This design comes from an exercise in tuning for small area and a short achievable clock period on the open sky130 flow, not from production work.
At most, simulation tests tie the RTL to the original design; equivalence was not proved.
Power is estimated from default activity; no workload was simulated.

==> run Z: inputs <==
==> flow/design.v <==
`timescale 1ns / 1ps
module awstm(
        pps,
        tevt,
        evt,
        rst_n,
        clk
    );
    input pps;
    input [31:0] tevt;
    output [31:0] evt;
    input rst_n;
    input clk;
    reg r_pps;
    reg r_pps_lock;
    reg [14:0] r_k;           
    reg [26:0] r_td;
    reg [16:0] r_awstm;
    reg [30:0] r_tmev_next;
    reg [17:0] r_set_tmev;    
    reg [10:0] r_tcor;
    reg [7:0]  r_tcor_max;    
    wire evt_pps = pps & ~r_pps;
    assign evt = {r_set_tmev[17], 14'd0, r_set_tmev[16:0]};
    wire        low_zero = ~|r_td[18:0];
    wire [6:0]  a = (r_td[25:19] ^ {7{r_td[26]}}) + {6'd0, r_td[26] & low_zero};
    wire [6:0]  t1;
    wire [6:0]  t2;
    assign t1[6] = a[6];
    assign t1[5:0] = a[6:1] | a[5:0];
    assign t2[6] = t1[6];
    assign t2[5:0] = t1[6:1] ^ t1[5:0];
    wire [7:0]  tcm_next = {~(t1[1] & t1[2]), t2[0], t2[1], t2[2], t2[3], t2[4], t2[5], t2[6]};
    wire tcor_ge = r_tcor[10:3] >= r_tcor_max;
    wire [10:0] tcor_next = tcor_ge ? 11'd0 : r_tcor + 11'd1;
    wire cor_eq = (r_tcor == {r_tcor_max, 3'd0});
    wire k_to = r_k[14] & ~r_k[12] & ~r_k[9] & ~r_k[8] & ~r_k[7] & ~r_k[2] & ~r_k[1] & ~r_k[0];
    wire cor = ~aws_wrap & cor_eq;
    wire inc0 = cor_eq & r_td[26];
    wire inc2 = cor_eq & ~r_td[26];
    wire aws_wrap = (&r_awstm[16:15]) & (&r_awstm[10:9]) & r_awstm[7] & (r_awstm[5] | (&r_awstm[4:0]));
    wire [16:0] aws_next = aws_wrap ? 17'd0 : (inc2 ? r_awstm + 17'd2 : (inc0 ? r_awstm : r_awstm + 17'd1));
    wire [14:0] td_l = r_td[14:0];
    wire [11:0] td_h = r_td[26:15];
    wire [15:0] pk_l = {1'b0, td_l} + {1'b0, r_k};
    wire [11:0] td_h_p = td_h + 12'd1;
    wire [11:0] td_h_m = td_h - 12'd1;
    wire [11:0] pk_h = (r_k[14] == pk_l[15]) ? td_h : (pk_l[15] ? td_h_p : td_h_m);
    wire [14:0] pm_l = td_l + {{14{~r_td[26]}}, 1'b1};
    wire        pm_c = r_td[26] ? (&td_l) : ~|td_l;
    wire [11:0] pm_h = pm_c ? (r_td[26] ? td_h_p : td_h_m) : td_h;
    wire [26:0] td_pk = {pk_h, pk_l[14:0]};
    wire [26:0] td_pm = {pm_h, pm_l};
    wire [16:0] tm_l = r_tmev_next[16:0];
    wire        tm_hz = ~|r_tmev_next[30:17];
    wire        tm_ho = &r_tmev_next[30:17];
    wire        l_ones = &tm_l;
    wire [16:0] e = ~(tm_l ^ r_awstm);
    wire [16:0] q;
    assign q[16:0] = {e[16:1] ^ ~(r_awstm[15:0] | ~tm_l[15:0]), ~e[0]};
    wire        m_eq = tm_hz & (&e);
    wire        m_p1 = (&q) & (l_ones ? tm_ho : tm_hz);
    wire        match = m_eq | m_p1;
    wire        tm_gt = ~tm_hz | (tm_l > 17'd99999);
    wire [30:0] tm_sum = tevt[30:0] + {14'd0, tm_l};
    wire [30:0] tm_sub = r_tmev_next - 31'd99999;
    wire [30:0] tm_keep = tm_gt ? tm_sub : r_tmev_next;
    always @(posedge clk or negedge rst_n) begin
        if (rst_n == 1'b0) begin
            r_pps <= 1'b0;
            r_pps_lock <= 1'b0;
            r_k <= 15'd9999;
            r_td <= 27'd0;
            r_tcor <= 11'd0;
            r_tcor_max <= 8'd128;
            r_awstm <= 17'd0;
            r_tmev_next <= 31'd0;
            r_set_tmev <= 18'd0;
        end else begin
            r_pps <= pps;
            r_tcor_max <= tcm_next;
            r_tcor <= tcor_next;
            if (evt_pps) begin
                r_pps_lock <= 1'b1;
                r_k <= 15'd9999;
            end else if (k_to) begin
                r_pps_lock <= 1'b0;
                r_k <= 15'd4999;
            end else begin
                r_k <= r_k - 15'd1;
            end
            if (cor)
                r_td <= td_pm;
            else if (evt_pps)
                r_td <= td_pk;
            r_awstm <= aws_next;
            if (match)
                r_set_tmev <= {r_pps_lock, r_awstm};
            r_tmev_next <= (match & ~tm_gt) ? tm_sum : tm_keep;
        end
    end
endmodule
==> flow/flow/run.sh <==
#!/bin/bash
# Standard ORFS layout; the only change is the cell used to buffer the ports.
set -euo pipefail
bash standard.sh finish "BUFFER_PORTS_ARGS=-buffer_cell sky130_fd_sc_hd__buf_1" > make_finish.log 2>&1
==> flow/standard.sh <==
#!/bin/bash
# synth_recipe.tcl (not shown) runs the flow's synth.tcl, then flattens the netlist and writes it again
# the make line also repeats each setting of config.mk as NAME=value (left out here)
make -C /OpenROAD-flow-scripts/flow DESIGN_CONFIG=/design/flow/config.mk WORK_HOME=/design/flow/orfs CLKGATE_MAP_FILE= SYNTH_SCRIPT=/design/flow/synth_recipe.tcl "${@:-finish}"
==> flow/config.mk <==
export PLATFORM = sky130hd
export DESIGN_NAME = awstm
export DESIGN_NICKNAME = awstm
export VERILOG_FILES = /design/flow/design.v
export SDC_FILE = /design/flow/constraint.sdc
export NUM_CORES = 4
export LEC_CHECK = 0
export CAP_MARGIN = 20
export CORE_MARGIN = 2
export CORE_UTILIZATION = 40
export CTS_BUF_LIST = sky130_fd_sc_hd__clkbuf_8
export PLACE_DENSITY = 0.6
export SETUP_SLACK_MARGIN = 3.0
export SLEW_MARGIN = 20
==> flow/constraint.sdc <==
create_clock -name core_clock -period 6.0 [get_ports {clk}]
set_input_delay 1.2000 -clock core_clock [delete_from_list [all_inputs] [get_ports {clk}]]
set_output_delay 1.2000 -clock core_clock [all_outputs]
set_load 0.01 [all_outputs]
==> inputs of run Y, as changes to run Z <==
==> flow/design.v, changed modules only <==
module awstm(
        pps,
        tevt,
        evt,
        rst_n,
        clk
    );
    input pps;
    input [31:0] tevt;
    output [31:0] evt;
    input rst_n;
    input clk;
    reg r_pps;
    reg r_pps_lock;
    reg [14:0] r_k;           
    reg [26:0] r_td;
    reg [16:0] r_awstm;
    reg [30:0] r_tmev_next;
    reg [17:0] r_set_tmev;    
    reg [10:0] r_tcor;
    reg [7:0]  r_tcor_max;    
    wire evt_pps = pps & ~r_pps;
    assign evt = {r_set_tmev[17], 14'd0, r_set_tmev[16:0]};
    wire        low_zero = ~|r_td[18:0];
    wire [6:0]  a = (r_td[25:19] ^ {7{r_td[26]}}) + {6'd0, r_td[26] & low_zero};
    wire [6:0]  t1;
    wire [6:0]  t2;
    assign t1[6] = a[6];
    assign t1[5:0] = a[6:1] | a[5:0];
    assign t2[6] = t1[6];
    assign t2[5:0] = t1[6:1] ^ t1[5:0];
    wire [7:0]  tcm_next = {~(t1[1] & t1[2]), t2[0], t2[1], t2[2], t2[3], t2[4], t2[5], t2[6]};
    wire tcor_ge = r_tcor[10:3] >= r_tcor_max;
    wire [10:0] tcor_next = tcor_ge ? 11'd0 : r_tcor + 11'd1;
    wire cor_eq = (r_tcor == {r_tcor_max, 3'd0});
    wire k_to = r_k[14] & ~r_k[12] & ~r_k[9] & ~r_k[8] & ~r_k[7] & ~r_k[2] & ~r_k[1] & ~r_k[0];
    wire aws_wrap = (&r_awstm[16:15]) & (&r_awstm[10:9]) & r_awstm[7] & (r_awstm[5] | (&r_awstm[4:0]));
    wire cor = ~aws_wrap & cor_eq;
    wire inc2 = cor_eq & ~r_td[26];
    wire        aws_c1 = inc2 | (~cor_eq & r_awstm[0]);
    wire [16:0] aws_sum;
    assign aws_sum[0] = r_awstm[0] ^ ~cor_eq;
    genvar gw;
    generate
        for (gw = 1; gw < 17; gw = gw + 1) begin : g_aws
            if (gw == 1) begin : g1
                assign aws_sum[gw] = r_awstm[gw] ^ aws_c1;
            end else begin : gn
                assign aws_sum[gw] = r_awstm[gw] ^ (aws_c1 & (&r_awstm[gw-1:1]));
            end
        end
    endgenerate
    wire [16:0] aws_next = aws_wrap ? 17'd0 : aws_sum;
    wire [14:0] td_l = r_td[14:0];
    wire [11:0] td_h = r_td[26:15];
    wire [15:0] pk_l = {1'b0, td_l} + {1'b0, r_k};
    wire [11:0] td_h_p = td_h + 12'd1;
    wire [11:0] td_h_m = td_h - 12'd1;
    wire [11:0] pk_h = (r_k[14] == pk_l[15]) ? td_h : (pk_l[15] ? td_h_p : td_h_m);
    wire [14:0] pm_l = td_l + {{14{~r_td[26]}}, 1'b1};
    wire        pm_c = r_td[26] ? (&td_l) : ~|td_l;
    wire [11:0] pm_h = pm_c ? (r_td[26] ? td_h_p : td_h_m) : td_h;
    wire [26:0] td_pk = {pk_h, pk_l[14:0]};
    wire [26:0] td_pm = {pm_h, pm_l};
    wire [16:0] tm_l = r_tmev_next[16:0];
    wire        tm_hz = ~|r_tmev_next[30:17];
    wire        tm_ho = &r_tmev_next[30:17];
    wire        l_ones = &tm_l;
    wire [16:0] e = ~(tm_l ^ r_awstm);
    wire [16:0] q;
    assign q[16:0] = {e[16:1] ^ ~(r_awstm[15:0] | ~tm_l[15:0]), ~e[0]};
    wire        m_eq = tm_hz & (&e);
    wire        m_p1 = (&q) & (l_ones ? tm_ho : tm_hz);
    wire        match = m_eq | m_p1;
    wire        tm_gt = ~tm_hz | (tm_l > 17'd99999);
    wire [17:0] tm_sl = {1'b0, tm_l} + {1'b0, tevt[16:0]};
    wire [17:0] tm_dl = {1'b0, tm_l} + 18'd31073;
    wire [13:0] tm_h = r_tmev_next[30:17];
    wire [13:0] sum_h;
    wire [13:0] sub_h;
    genvar gt;
    generate
        for (gt = 0; gt < 14; gt = gt + 1) begin : g_tmh
            if (gt == 0) begin : g0
                assign sum_h[gt] = tevt[17] ^ tm_sl[17];
                assign sub_h[gt] = tm_h[gt] ^ ~tm_dl[17];
            end else begin : gn
                assign sum_h[gt] = tevt[17+gt] ^ (tm_sl[17] & (&tevt[16+gt:17]));
                assign sub_h[gt] = tm_h[gt] ^ (~tm_dl[17] & ~|tm_h[gt-1:0]);
            end
        end
    endgenerate
    wire [30:0] tm_sum = {sum_h, tm_sl[16:0]};
    wire [30:0] tm_sub = {sub_h, tm_dl[16:0]};
    wire [30:0] tm_keep = tm_gt ? tm_sub : {14'd0, tm_l};
    always @(posedge clk or negedge rst_n) begin
        if (rst_n == 1'b0) begin
            r_pps <= 1'b0;
            r_pps_lock <= 1'b0;
            r_k <= 15'd9999;
            r_td <= 27'd0;
            r_tcor <= 11'd0;
            r_tcor_max <= 8'd128;
            r_awstm <= 17'd0;
            r_tmev_next <= 31'd0;
            r_set_tmev <= 18'd0;
        end else begin
            r_pps <= pps;
            r_tcor_max <= tcm_next;
            r_tcor <= tcor_next;
            if (evt_pps) begin
                r_pps_lock <= 1'b1;
                r_k <= 15'd9999;
            end else if (k_to) begin
                r_pps_lock <= 1'b0;
                r_k <= 15'd4999;
            end else begin
                r_k <= r_k - 15'd1;
            end
            if (cor)
                r_td <= td_pm;
            else if (evt_pps)
                r_td <= td_pk;
            r_awstm <= aws_next;
            if (match)
                r_set_tmev <= {r_pps_lock, r_awstm};
            r_tmev_next <= (match & ~tm_gt) ? tm_sum : tm_keep;
        end
    end
endmodule
--- a/flow/config.mk
+++ b/flow/config.mk
@@ -9,6 +9,6 @@
 export CORE_MARGIN = 2
-export CORE_UTILIZATION = 40
+export CORE_UTILIZATION = 70
 export CTS_BUF_LIST = sky130_fd_sc_hd__clkbuf_8
-export PLACE_DENSITY = 0.6
-export SETUP_SLACK_MARGIN = 3.0
+export PLACE_DENSITY = 0.8
+export SETUP_SLACK_MARGIN = 2.9
 export SLEW_MARGIN = 20
==> inputs of run P, as changes to run Z <==
==> flow/design.v, changed modules only <==
module awstm(
        pps,
        tevt,
        evt,
        rst_n,
        clk
    );
    input pps;
    input [31:0] tevt;
    output [31:0] evt;
    input rst_n;
    input clk;
    reg r_pps;
    reg r_pps_lock;
    reg [14:0] r_k;           
    reg [26:0] r_td;
    reg [16:0] r_awstm;
    reg [30:0] r_tmev_next;
    reg [17:0] r_set_tmev;    
    reg [10:0] r_tcor;
    reg [7:0]  r_tcor_max;    
    reg r_eq;                 
    reg r_wrap;               
    wire evt_pps = pps & ~r_pps;
    assign evt = {r_set_tmev[17], 14'd0, r_set_tmev[16:0]};
    wire        low_zero = ~|r_td[18:0];
    wire [6:0]  a = (r_td[25:19] ^ {7{r_td[26]}}) + {6'd0, r_td[26] & low_zero};
    wire [6:0]  t1;
    wire [6:0]  t2;
    assign t1[6] = a[6];
    assign t1[5:0] = a[6:1] | a[5:0];
    assign t2[6] = t1[6];
    assign t2[5:0] = t1[6:1] ^ t1[5:0];
    wire [7:0]  tcm_next = {~(t1[1] & t1[2]), t2[0], t2[1], t2[2], t2[3], t2[4], t2[5], t2[6]};
    wire tcor_ge = r_tcor[10:3] >= r_tcor_max;
    wire [10:0] tcor_next = tcor_ge ? 11'd0 : r_tcor + 11'd1;
    wire eq_next = (tcor_next == {tcm_next, 3'd0});
    wire k_to = r_k[14] & ~r_k[12] & ~r_k[9] & ~r_k[8] & ~r_k[7] & ~r_k[2] & ~r_k[1] & ~r_k[0];
    wire cor = ~r_wrap & r_eq;
    wire inc0 = r_eq & r_td[26];
    wire inc2 = r_eq & ~r_td[26];
    wire at_99998 = (&r_awstm[16:15]) & (&r_awstm[10:9]) & r_awstm[7] & (&r_awstm[4:1]);
    wire at_99997 = (&r_awstm[16:15]) & (&r_awstm[10:9]) & r_awstm[7] & (&r_awstm[4:2]) & r_awstm[0];
    wire wrap_next = ~r_wrap & ((at_99998 & ~inc0) | (at_99997 & inc2));
    wire [16:0] aws_next = r_wrap ? 17'd0 : (inc2 ? r_awstm + 17'd2 : (inc0 ? r_awstm : r_awstm + 17'd1));
    wire [14:0] td_l = r_td[14:0];
    wire [11:0] td_h = r_td[26:15];
    wire [15:0] pk_l = {1'b0, td_l} + {1'b0, r_k};
    wire [11:0] td_h_p = td_h + 12'd1;
    wire [11:0] td_h_m = td_h - 12'd1;
    wire [11:0] pk_h = (r_k[14] == pk_l[15]) ? td_h : (pk_l[15] ? td_h_p : td_h_m);
    wire [14:0] pm_l = r_td[26] ? td_l + 15'd1 : td_l - 15'd1;
    wire        pm_c = r_td[26] ? (&td_l) : ~|td_l;
    wire [11:0] pm_h = pm_c ? (r_td[26] ? td_h_p : td_h_m) : td_h;
    wire [26:0] td_pk = {pk_h, pk_l[14:0]};
    wire [26:0] td_pm = {pm_h, pm_l};
    wire [16:0] tm_l = r_tmev_next[16:0];
    wire        tm_hz = ~|r_tmev_next[30:17];
    wire        tm_ho = &r_tmev_next[30:17];
    wire        l_ones = &tm_l;
    wire [16:0] e = ~(tm_l ^ r_awstm);
    wire [16:0] q;
    assign q[16:0] = {e[16:1] ^ ~(r_awstm[15:0] | ~tm_l[15:0]), ~e[0]};
    wire        m_eq = tm_hz & (&e);
    wire        m_p1 = (&q) & (l_ones ? tm_ho : tm_hz);
    wire        match = m_eq | m_p1;
    wire        tm_gt = ~tm_hz | (tm_l > 17'd99999);
    wire [30:0] tm_sum = tevt[30:0] + {14'd0, tm_l};
    wire [17:0] tm_dl = {1'b0, tm_l} + {1'b0, {17{tm_gt}} & 17'd31073};
    wire [13:0] tm_dh = r_tmev_next[30:17] - {13'd0, tm_gt & ~tm_dl[17]};
    wire [30:0] tm_keep = {tm_dh, tm_dl[16:0]};
    always @(posedge clk or negedge rst_n) begin
        if (rst_n == 1'b0) begin
            r_pps <= 1'b0;
            r_pps_lock <= 1'b0;
            r_k <= 15'd9999;
            r_td <= 27'd0;
            r_tcor <= 11'd0;
            r_tcor_max <= 8'd128;
            r_eq <= 1'b0;
            r_wrap <= 1'b0;
            r_awstm <= 17'd0;
            r_tmev_next <= 31'd0;
            r_set_tmev <= 18'd0;
        end else begin
            r_pps <= pps;
            r_tcor_max <= tcm_next;
            r_tcor <= tcor_next;
            r_eq <= eq_next;
            r_wrap <= wrap_next;
            if (evt_pps) begin
                r_pps_lock <= 1'b1;
                r_k <= 15'd9999;
            end else if (k_to) begin
                r_pps_lock <= 1'b0;
                r_k <= 15'd4999;
            end else begin
                r_k <= r_k - 15'd1;
            end
            if (cor)
                r_td <= td_pm;
            else if (evt_pps)
                r_td <= td_pk;
            r_awstm <= aws_next;
            if (match)
                r_set_tmev <= {r_pps_lock, r_awstm};
            r_tmev_next <= (match & ~tm_gt) ? tm_sum : tm_keep;
        end
    end
endmodule
--- a/flow/config.mk
+++ b/flow/config.mk
@@ -12,3 +12,3 @@
 export PLACE_DENSITY = 0.6
-export SETUP_SLACK_MARGIN = 3.0
+export SETUP_SLACK_MARGIN = 2.8
 export SLEW_MARGIN = 20
==> inputs of run H, as changes to run Z <==
==> flow/design.v, changed modules only <==
module awstm(
        pps,
        tevt,
        evt,
        rst_n,
        clk
    );
    input pps;
    input [31:0] tevt;
    output [31:0] evt;
    input rst_n;
    input clk;
    reg r_pps;
    reg r_pps_lock;
    reg [14:0] r_k;           
    reg [26:0] r_td;
    reg [16:0] r_awstm;
    reg [30:0] r_tmev_next;
    reg [17:0] r_set_tmev;    
    reg [10:0] r_tcor;
    reg [7:0]  r_tcor_max;    
    wire evt_pps = pps & ~r_pps;
    assign evt = {r_set_tmev[17], 14'd0, r_set_tmev[16:0]};
    wire        low_zero = ~|r_td[18:0];
    wire [6:0]  a = (r_td[25:19] ^ {7{r_td[26]}}) + {6'd0, r_td[26] & low_zero};
    wire [6:0]  t1;
    wire [6:0]  t2;
    assign t1[6] = a[6];
    assign t1[5:0] = a[6:1] | a[5:0];
    assign t2[6] = t1[6];
    assign t2[5:0] = t1[6:1] ^ t1[5:0];
    wire [7:0]  tcm_next = {~(t1[1] & t1[2]), t2[0], t2[1], t2[2], t2[3], t2[4], t2[5], t2[6]};
    wire tcor_ge = r_tcor[10:3] >= r_tcor_max;
    wire [10:0] tcor_next = tcor_ge ? 11'd0 : r_tcor + 11'd1;
    wire cor_eq = (r_tcor == {r_tcor_max, 3'd0});
    wire k_to = r_k[14] & ~r_k[12] & ~r_k[9] & ~r_k[8] & ~r_k[7] & ~r_k[2] & ~r_k[1] & ~r_k[0];
    wire cor = ~aws_wrap & cor_eq;
    wire inc0 = cor_eq & r_td[26];
    wire inc2 = cor_eq & ~r_td[26];
    wire aws_wrap = (&r_awstm[16:15]) & (&r_awstm[10:9]) & r_awstm[7] & (r_awstm[5] | (&r_awstm[4:0]));
    wire        aws_c1 = inc2 | (~cor_eq & r_awstm[0]);
    wire [16:0] aws_sum;
    assign aws_sum[0] = r_awstm[0] ^ ~cor_eq;
    genvar gw;
    generate
        for (gw = 1; gw < 17; gw = gw + 1) begin : g_aws
            if (gw == 1) begin : g1
                assign aws_sum[gw] = r_awstm[gw] ^ aws_c1;
            end else begin : gn
                assign aws_sum[gw] = r_awstm[gw] ^ (aws_c1 & (&r_awstm[gw-1:1]));
            end
        end
    endgenerate
    wire [16:0] aws_next = aws_wrap ? 17'd0 : aws_sum;
    wire [14:0] td_l = r_td[14:0];
    wire [11:0] td_h = r_td[26:15];
    wire [15:0] pk_l = {1'b0, td_l} + {1'b0, r_k};
    wire [11:0] td_h_p = td_h + 12'd1;
    wire [11:0] td_h_m = td_h - 12'd1;
    wire [11:0] pk_h = (r_k[14] == pk_l[15]) ? td_h : (pk_l[15] ? td_h_p : td_h_m);
    wire [14:0] pm_l = td_l + {{14{~r_td[26]}}, 1'b1};
    wire        pm_c = r_td[26] ? (&td_l) : ~|td_l;
    wire [11:0] pm_h = pm_c ? (r_td[26] ? td_h_p : td_h_m) : td_h;
    wire [26:0] td_pk = {pk_h, pk_l[14:0]};
    wire [26:0] td_pm = {pm_h, pm_l};
    wire [16:0] tm_l = r_tmev_next[16:0];
    wire        tm_hz = ~|r_tmev_next[30:17];
    wire        tm_ho = &r_tmev_next[30:17];
    wire        l_ones = &tm_l;
    wire [16:0] e = ~(tm_l ^ r_awstm);
    wire [16:0] q;
    assign q[16:0] = {e[16:1] ^ ~(r_awstm[15:0] | ~tm_l[15:0]), ~e[0]};
    wire        m_eq = tm_hz & (&e);
    wire        m_p1 = (&q) & (l_ones ? tm_ho : tm_hz);
    wire        match = m_eq | m_p1;
    wire        tm_gt = ~tm_hz | (tm_l > 17'd99999);
    wire [17:0] tm_sl = {1'b0, tm_l} + {1'b0, tevt[16:0]};
    wire [17:0] tm_dl = {1'b0, tm_l} + 18'd31073;
    wire [13:0] tm_h = r_tmev_next[30:17];
    wire [13:0] sum_h;
    wire [13:0] sub_h;
    genvar gt;
    generate
        for (gt = 0; gt < 14; gt = gt + 1) begin : g_tmh
            if (gt == 0) begin : g0
                assign sum_h[gt] = tevt[17] ^ tm_sl[17];
                assign sub_h[gt] = tm_h[gt] ^ ~tm_dl[17];
            end else begin : gn
                assign sum_h[gt] = tevt[17+gt] ^ (tm_sl[17] & (&tevt[16+gt:17]));
                assign sub_h[gt] = tm_h[gt] ^ (~tm_dl[17] & ~|tm_h[gt-1:0]);
            end
        end
    endgenerate
    wire [30:0] tm_sum = {sum_h, tm_sl[16:0]};
    wire [30:0] tm_sub = {sub_h, tm_dl[16:0]};
    wire [30:0] tm_keep = tm_gt ? tm_sub : {14'd0, tm_l};
    always @(posedge clk or negedge rst_n) begin
        if (rst_n == 1'b0) begin
            r_pps <= 1'b0;
            r_pps_lock <= 1'b0;
            r_k <= 15'd9999;
            r_td <= 27'd0;
            r_tcor <= 11'd0;
            r_tcor_max <= 8'd128;
            r_awstm <= 17'd0;
            r_tmev_next <= 31'd0;
            r_set_tmev <= 18'd0;
        end else begin
            r_pps <= pps;
            r_tcor_max <= tcm_next;
            r_tcor <= tcor_next;
            if (evt_pps) begin
                r_pps_lock <= 1'b1;
                r_k <= 15'd9999;
            end else if (k_to) begin
                r_pps_lock <= 1'b0;
                r_k <= 15'd4999;
            end else begin
                r_k <= r_k - 15'd1;
            end
            if (cor)
                r_td <= td_pm;
            else if (evt_pps)
                r_td <= td_pk;
            r_awstm <= aws_next;
            if (match)
                r_set_tmev <= {r_pps_lock, r_awstm};
            r_tmev_next <= (match & ~tm_gt) ? tm_sum : tm_keep;
        end
    end
endmodule
--- a/flow/config.mk
+++ b/flow/config.mk
@@ -9,6 +9,6 @@
 export CORE_MARGIN = 2
-export CORE_UTILIZATION = 40
+export CORE_UTILIZATION = 60
 export CTS_BUF_LIST = sky130_fd_sc_hd__clkbuf_8
-export PLACE_DENSITY = 0.6
-export SETUP_SLACK_MARGIN = 3.0
+export PLACE_DENSITY = 0.75
+export SETUP_SLACK_MARGIN = 3.1
 export SLEW_MARGIN = 20
==> run summary <==
Synth Area in XOR/XNOR about an eighth; Layout area overhead 11.4%; status timing/DRC/antenna clean; clk pwr ~850 µW; worst hold margin 471 ps; initial core utilization a little under three quarters; M3 GR Usage 5.42%; CP Launch Type flip-flop
The numbers above come from run Y.

==> run summary <==
worst hold margin 470 ps; Layout area overhead 15.4%; initial core utilization 60.8%; clk pwr ~750 µW; Synth Area in XOR/XNOR 11.4%; status timing/DRC/antenna clean; CP Launch Type flip-flop; GRT Resource Usage Total 26.4%; M3 GR Usage 4.47%
The numbers above come from run H.

==> run summary <==
status timing/DRC/antenna clean; Setup WS post-layout 2950 ps; M3 GR Usage 3.36%; worst hold margin 474 ps; sequential share of cell area 27.4%; CP Launch Type primary input; Hold WC Path Type flip-flop to flip-flop; initial core utilization roughly 40%; clk pwr 788 µW; Layout area overhead 17.8%; post-synth top area share between 20% and 30%
The numbers above come from run Z.

==> run summary <==
status timing/DRC/antenna clean; number of multi-input logic gates 948; Synth Area in XOR/XNOR 13.4%; grt met2 use 28.5%; first-pass detailed-route iteration total 5; initial core utilization 40.5%; Nets between 1000 and 1500; Layout area overhead 14.5%
The numbers above come from run P.

No functional check of the RTL was part of run P.

==> separate check: timing with driven ports <==
The flow's constraints put no driver on any port. The routed layouts listed below were extracted and timed again, unchanged, in two steps. Step 1, drivers: a clkbuf_16 drives clk and a buf_2 each remaining input, both assumed. Step 2, shift: input delay + t, output delay - t, t = (earliest + latest rising clock arrival at the registers) / 2. This alone moves slack from input paths to output paths. Slacks: no drivers / after step 1 / after step 2; pairs: no drivers / after step 1.
run	shift t [ns]	setup WS [ns]	worst setup path at the end	pins driven straight from the clock port
run Z	0.481	2.952 / 2.950 / 2.469	input to register	1
run Y	0.492	2.968 / 2.968 / 2.517	input to register	1
run P	0.483	2.129 / 2.129 / 2.026	input to register	1
run H	0.494	3.063 / 3.063 / 2.609	input to register	1
After both steps every run listed still meets setup and hold. For run Z, which loses most, drivers alone change the setup slack by -0.002 ns; drivers and shift together by -0.483 ns.
